From an optimization exercise on the open Yosys and OpenROAD flow, aimed at small area; shortcuts taken in it are not production practice.
The RTL was checked by simulation tests, not by an equivalence proof against the original design.
No driver is modelled on the clock port, so clocking that relies on it looks cheaper here than on a real chip.
No activity file was given, so power comes from the tool's default toggle rates.

== cedar ==
## bridge_top
module bridge_top(hclk,hresetn,hwrite,haddr,hwdata,hreadyin,htrans,prdata,pwrite,penable,psel,paddr,pwdata,hrdata,hr_readyout,hresp);
Size: roughly 320 cells after synthesis, about 140 flip-flops, ~210 I/O pins.
==> flow/config.mk <==
export PLATFORM = sky130hd
export DESIGN_NAME = bridge_top
export DESIGN_NICKNAME = bridge_top
export VERILOG_FILES = /design/flow/design.v
export SDC_FILE = /design/flow/constraint.sdc
export NUM_CORES = 4
export LEC_CHECK = 0
export CAP_MARGIN = 0
export CORE_MARGIN = 2
export CORE_UTILIZATION = 65
export SLEW_MARGIN = 0
==> flow/constraint.sdc <==
create_clock -name core_clock -period 4.0 [get_ports {hclk}]
set_input_delay 0.8000 -clock core_clock [delete_from_list [all_inputs] [get_ports {hclk}]]
set_output_delay 0.8000 -clock core_clock [all_outputs]
set_load 0.01 [all_outputs]
standard.sh (not shown) runs the stock make flow with config.mk's settings and CLKGATE_MAP_FILE= SYNTH_SCRIPT=/design/flow/synth_recipe.tcl, a recipe that flattens the netlist after the stock synthesis.
==> flow/flow/run.sh <==
#!/bin/bash
# Own layout flow: the standard layout (standard.sh, standard synthesis),
# with two changes:
#  - the port buffers are the smallest buffer cell (buf_1) rather than the one
#    buffer_ports picks itself;
#  - the clock tree is built by flow/clock_tree.tcl (run as ORFS's PRE_CTS_TCL
#    hook): the register clock pins are grouped by position, one leaf buffer
#    per group, all leaves driven by one root buffer; TritonCTS skips it.
# make's full output goes to flow_make.log here; ORFS keeps each tool's log
# under orfs/logs/.
set -euo pipefail
bash standard.sh BUFFER_PORTS_ARGS="-buffer_cell sky130_fd_sc_hd__buf_1" \
  PRE_CTS_TCL="$PWD/flow/clock_tree.tcl" OWN_CTS_LEAF=sky130_fd_sc_hd__clkbuf_16 \
  OWN_CTS_ROOT=sky130_fd_sc_hd__none OWN_CTS_MAX_SINKS=36 finish > flow_make.log 2>&1
==> flow/flow/clock_tree.tcl <==
# Hand-built clock tree, run before ORFS's CTS step (PRE_CTS_TCL).
# The register clock pins are split into groups by position (k-means); each
# group gets one leaf clock buffer at its centre, and the leaves are driven by
# one root buffer (the clock port itself then feeds a single cell). The nets
# made here are then skipped by clock_tree_synthesis.
set leaf_cell   $::env(OWN_CTS_LEAF)
set root_cell   $::env(OWN_CTS_ROOT)
set max_sinks   $::env(OWN_CTS_MAX_SINKS)

set block [ord::get_db_block]
set clk_net [$block findNet hclk]
set sinks {}
foreach it [$clk_net getITerms] {
  if {[$it isInputSignal]} { lappend sinks $it }
}
set n [llength $sinks]
set k [expr {int(ceil(double($n) / $max_sinks))}]
puts "own clock tree: $n sinks, $k leaf buffers of $leaf_cell"

# positions
set px {}; set py {}
foreach it $sinks {
  set inst [$it getInst]
  set bb [$inst getBBox]
  lappend px [expr {([$bb xMin] + [$bb xMax]) / 2.0}]
  lappend py [expr {([$bb yMin] + [$bb yMax]) / 2.0}]
}
# k-means, seeded by sorting along x then y (deterministic), capacity-limited
set order [lsort -real -indices $px]
set cx {}; set cy {}
for {set c 0} {$c < $k} {incr c} {
  set i [lindex $order [expr {int(($c + 0.5) * $n / $k)}]]
  lappend cx [lindex $px $i]; lappend cy [lindex $py $i]
}
set cap [expr {int(ceil(double($n) / $k))}]
for {set iter 0} {$iter < 30} {incr iter} {
  # assign: greedy by distance with capacity
  set pairs {}
  for {set i 0} {$i < $n} {incr i} {
    for {set c 0} {$c < $k} {incr c} {
      set d [expr {abs([lindex $px $i] - [lindex $cx $c]) + abs([lindex $py $i] - [lindex $cy $c])}]
      lappend pairs [list $d $i $c]
    }
  }
  set pairs [lsort -real -index 0 $pairs]
  set assign [lrepeat $n -1]
  set count [lrepeat $k 0]
  foreach p $pairs {
    lassign $p d i c
    if {[lindex $assign $i] >= 0} continue
    if {[lindex $count $c] >= $cap} continue
    lset assign $i $c
    lset count $c [expr {[lindex $count $c] + 1}]
  }
  set sx [lrepeat $k 0.0]; set sy [lrepeat $k 0.0]
  for {set i 0} {$i < $n} {incr i} {
    set c [lindex $assign $i]
    lset sx $c [expr {[lindex $sx $c] + [lindex $px $i]}]
    lset sy $c [expr {[lindex $sy $c] + [lindex $py $i]}]
  }
  for {set c 0} {$c < $k} {incr c} {
    set m [lindex $count $c]
    if {$m > 0} {
      lset cx $c [expr {[lindex $sx $c] / $m}]
      lset cy $c [expr {[lindex $sy $c] / $m}]
    }
  }
}
set dbu [$block getDbUnitsPerMicron]
set new_nets {}
set leaf_pins {}
for {set c 0} {$c < $k} {incr c} {
  set pins {}
  for {set i 0} {$i < $n} {incr i} {
    if {[lindex $assign $i] == $c} {
      set it [lindex $sinks $i]
      lappend pins [get_pins "[[$it getInst] getName]/[[$it getMTerm] getName]"]
    }
  }
  set x [expr {[lindex $cx $c] / $dbu}]
  set y [expr {[lindex $cy $c] / $dbu}]
  set buf [insert_buffer -buffer_cell $leaf_cell -net hclk -load_pins $pins \
             -location [list $x $y] -buffer_name "ownclk_leaf_$c" -net_name "ownclk_n_$c"]
  set bname [get_full_name $buf]
  puts "  leaf $c: [llength $pins] sinks at ($x, $y): $bname"
  set bi [$block findInst $bname]
  lappend new_nets [[[$bi findITerm X] getNet] getName]
  lappend leaf_pins [get_pins "$bname/A"]
}
if {![string match *none $root_cell]} {
  # root next to the centre of the leaves
  set x 0.0; set y 0.0
  foreach a $cx { set x [expr {$x + $a}] }
  foreach a $cy { set y [expr {$y + $a}] }
  set x [expr {$x / $k / $dbu}]; set y [expr {$y / $k / $dbu}]
  set buf [insert_buffer -buffer_cell $root_cell -net hclk -load_pins $leaf_pins \
    -location [list $x $y] -buffer_name "ownclk_root" -net_name "ownclk_r"]
  set bi [$block findInst [get_full_name $buf]]
  lappend new_nets [[[$bi findITerm X] getNet] getName]
}
foreach nn [concat hclk $new_nets] {
  [$block findNet $nn] setSigType CLOCK
}
set_cts_config -skip_nets [concat hclk $new_nets]
set_propagated_clock [all_clocks]
cedar was carried through to the last stage, and its layout satisfied the timing, design-rule and antenna checks.
--- input diff cedar..ember ---
diff --git a/flow/flow/clock_tree.tcl b/flow/flow/clock_tree.tcl
--- a/flow/flow/clock_tree.tcl
+++ b/flow/flow/clock_tree.tcl
@@ -88,5 +88,5 @@
   lappend leaf_pins [get_pins "$bname/A"]
 }
-if {![string match *none $root_cell]} {
+if {$root_cell != "none"} {
   # root next to the centre of the leaves
   set x 0.0; set y 0.0
[summary]
- As the logs show, ember stopped at clock tree synthesis (4_1_cts) after a tool error, so it never reached the end of the flow.
- Going from cedar to ember, fraction of the mapped netlist area in compound gates flat; I/O pin total flat; number of rows created at floorplan flat; xor and xnor area share after synthesis flat; quantity of I/O buffers inserted on ports flat.
- cedar and ember ended up with nearly the same simple logic cell fraction of the synthesized area.
- Taking cedar as the reference, in ember area after synthesis saw little to no change, number of synthesized flops with an enable pin saw little to no change, synthesized cell count saw little to no change.
Modified inputs, zinc compared to ember
diff --git a/flow/flow/clock_tree.tcl b/flow/flow/clock_tree.tcl
--- a/flow/flow/clock_tree.tcl
+++ b/flow/flow/clock_tree.tcl
@@ -88,5 +88,5 @@
   lappend leaf_pins [get_pins "$bname/A"]
 }
-if {$root_cell != "none"} {
+if {![string match *none $root_cell]} {
   # root next to the centre of the leaves
   set x 0.0; set y 0.0
diff --git a/flow/config.mk b/flow/config.mk
--- a/flow/config.mk
+++ b/flow/config.mk
@@ -6,4 +6,5 @@
 export NUM_CORES = 4
 export LEC_CHECK = 0
+export ABC_CLOCK_PERIOD_IN_PS = 20000
 export CAP_MARGIN = 0
 export CORE_MARGIN = 2
==> comparison <==
- Re flip-flop and latch count after synthesis: no difference whatsoever between ember and zinc.
- Of zinc and ember, only ember never reached the final stage.
- Diff ember..zinc | number of synthesized flops with an enable pin | unchanged
- Initial cell density of the core of zinc is on par with ember.
- Count of placed standard cells including taps: ember vs zinc identical
- Reported for zinc and ember, post-place instance area turned out identical to the last digit.
- Diff ember..zinc | post-detailed-placement half-perimeter wirelength | unchanged
- Reported for zinc and ember, mux contribution to synthesized area turned out identical to the last digit.
Setup changes, zinc to harbor
diff --git a/flow/flow/run.sh b/flow/flow/run.sh
--- a/flow/flow/run.sh
+++ b/flow/flow/run.sh
@@ -11,4 +11,4 @@
 set -euo pipefail
 bash standard.sh BUFFER_PORTS_ARGS="-buffer_cell sky130_fd_sc_hd__buf_1" \
-  PRE_CTS_TCL="$PWD/flow/clock_tree.tcl" OWN_CTS_LEAF=sky130_fd_sc_hd__clkbuf_16 \
-  OWN_CTS_ROOT=sky130_fd_sc_hd__none OWN_CTS_MAX_SINKS=36 finish > flow_make.log 2>&1
+  PRE_CTS_TCL="$PWD/flow/clock_tree.tcl" OWN_CTS_LEAF=sky130_fd_sc_hd__clkbuf_8 \
+  OWN_CTS_ROOT=sky130_fd_sc_hd__clkbuf_4 OWN_CTS_MAX_SINKS=18 finish > flow_make.log 2>&1
diff --git a/flow/flow/clock_tree.tcl b/flow/flow/clock_tree.tcl
--- a/flow/flow/clock_tree.tcl
+++ b/flow/flow/clock_tree.tcl
@@ -88,5 +88,5 @@
   lappend leaf_pins [get_pins "$bname/A"]
 }
-if {![string match *none $root_cell]} {
+if {$root_cell != "none"} {
   # root next to the centre of the leaves
   set x 0.0; set y 0.0
diff --git a/flow/config.mk b/flow/config.mk
--- a/flow/config.mk
+++ b/flow/config.mk
@@ -6,5 +6,4 @@
 export NUM_CORES = 4
 export LEC_CHECK = 0
-export ABC_CLOCK_PERIOD_IN_PS = 20000
 export CAP_MARGIN = 0
 export CORE_MARGIN = 2
Results
Area: harbor vs zinc -> harbor larger
Routed wire length for harbor: 1.6% up relative to zinc
| sequential share of cell area | lower: harbor |
Via count ends up higher on harbor.
harbor has switching power of the nets above what zinc had.
Combinational share of power essentially unchanged between zinc and harbor.
What raven does differently from harbor at the input level:
diff --git a/flow/flow/run.sh b/flow/flow/run.sh
--- a/flow/flow/run.sh
+++ b/flow/flow/run.sh
@@ -11,4 +11,4 @@
 set -euo pipefail
 bash standard.sh BUFFER_PORTS_ARGS="-buffer_cell sky130_fd_sc_hd__buf_1" \
-  PRE_CTS_TCL="$PWD/flow/clock_tree.tcl" OWN_CTS_LEAF=sky130_fd_sc_hd__clkbuf_8 \
-  OWN_CTS_ROOT=sky130_fd_sc_hd__clkbuf_4 OWN_CTS_MAX_SINKS=18 finish > flow_make.log 2>&1
+  PRE_CTS_TCL="$PWD/flow/clock_tree.tcl" OWN_CTS_LEAF=sky130_fd_sc_hd__clkbuf_16 \
+  OWN_CTS_ROOT=sky130_fd_sc_hd__clkbuf_8 OWN_CTS_MAX_SINKS=36 finish > flow_make.log 2>&1
Findings:
raven: all stages complete, timing, DRC and antenna checks passed. Going from harbor to raven, fraction of met3 tracks used by global routing saw a decrease; total power saw little to no change; maximum clock frequency saw a decrease. raven: setup slack is 110 ps lower than what harbor reported. | number of cells in the finished layout apart from fillers | lower: raven |. Compared with harbor, largest voltage drop on the vdd net in raven decreased by a few percent. raven — routed wire length 1.4% lower, harbor as reference. Compared with harbor, the detailed router inserted fewer vias in raven. Changes observed in raven relative to harbor: total routing resource utilization after global routing essentially unchanged; total leakage power essentially unchanged; hold slack essentially unchanged.

-- afterwards: timing with drivers on the ports --
In the flow no input, the clock included, has a driving cell. The finished layouts below were timed again as built, in two steps. Step 1 sets driving cells, clkbuf_16 on the clock port and buf_2 on the other inputs (assumed; they add their load-dependent delay and slew). Step 2, shift: input delay + t, output delay - t, t = (earliest + latest rising clock arrival at the registers) / 2. This alone moves slack from input paths to output paths. Three values: ideal ports, drivers, drivers and shift; two values: the first two.
run	shift t [ns]	slack for setup (ns)	slew at the worst register clock pin (ns)
cedar	0.249	1.325 / 1.371 / 1.122	0.12 / 0.12
zinc	0.249	1.325 / 1.371 / 1.122	0.12 / 0.12
harbor	0.509	1.624 / 1.625 / 1.116	0.11 / 0.11
raven	0.397	1.515 / 1.517 / 1.121	0.12 / 0.12
After both steps setup and hold are still met in every run listed. For harbor, which loses most, drivers alone change the setup slack by +0.001 ns; drivers and shift together by -0.508 ns.
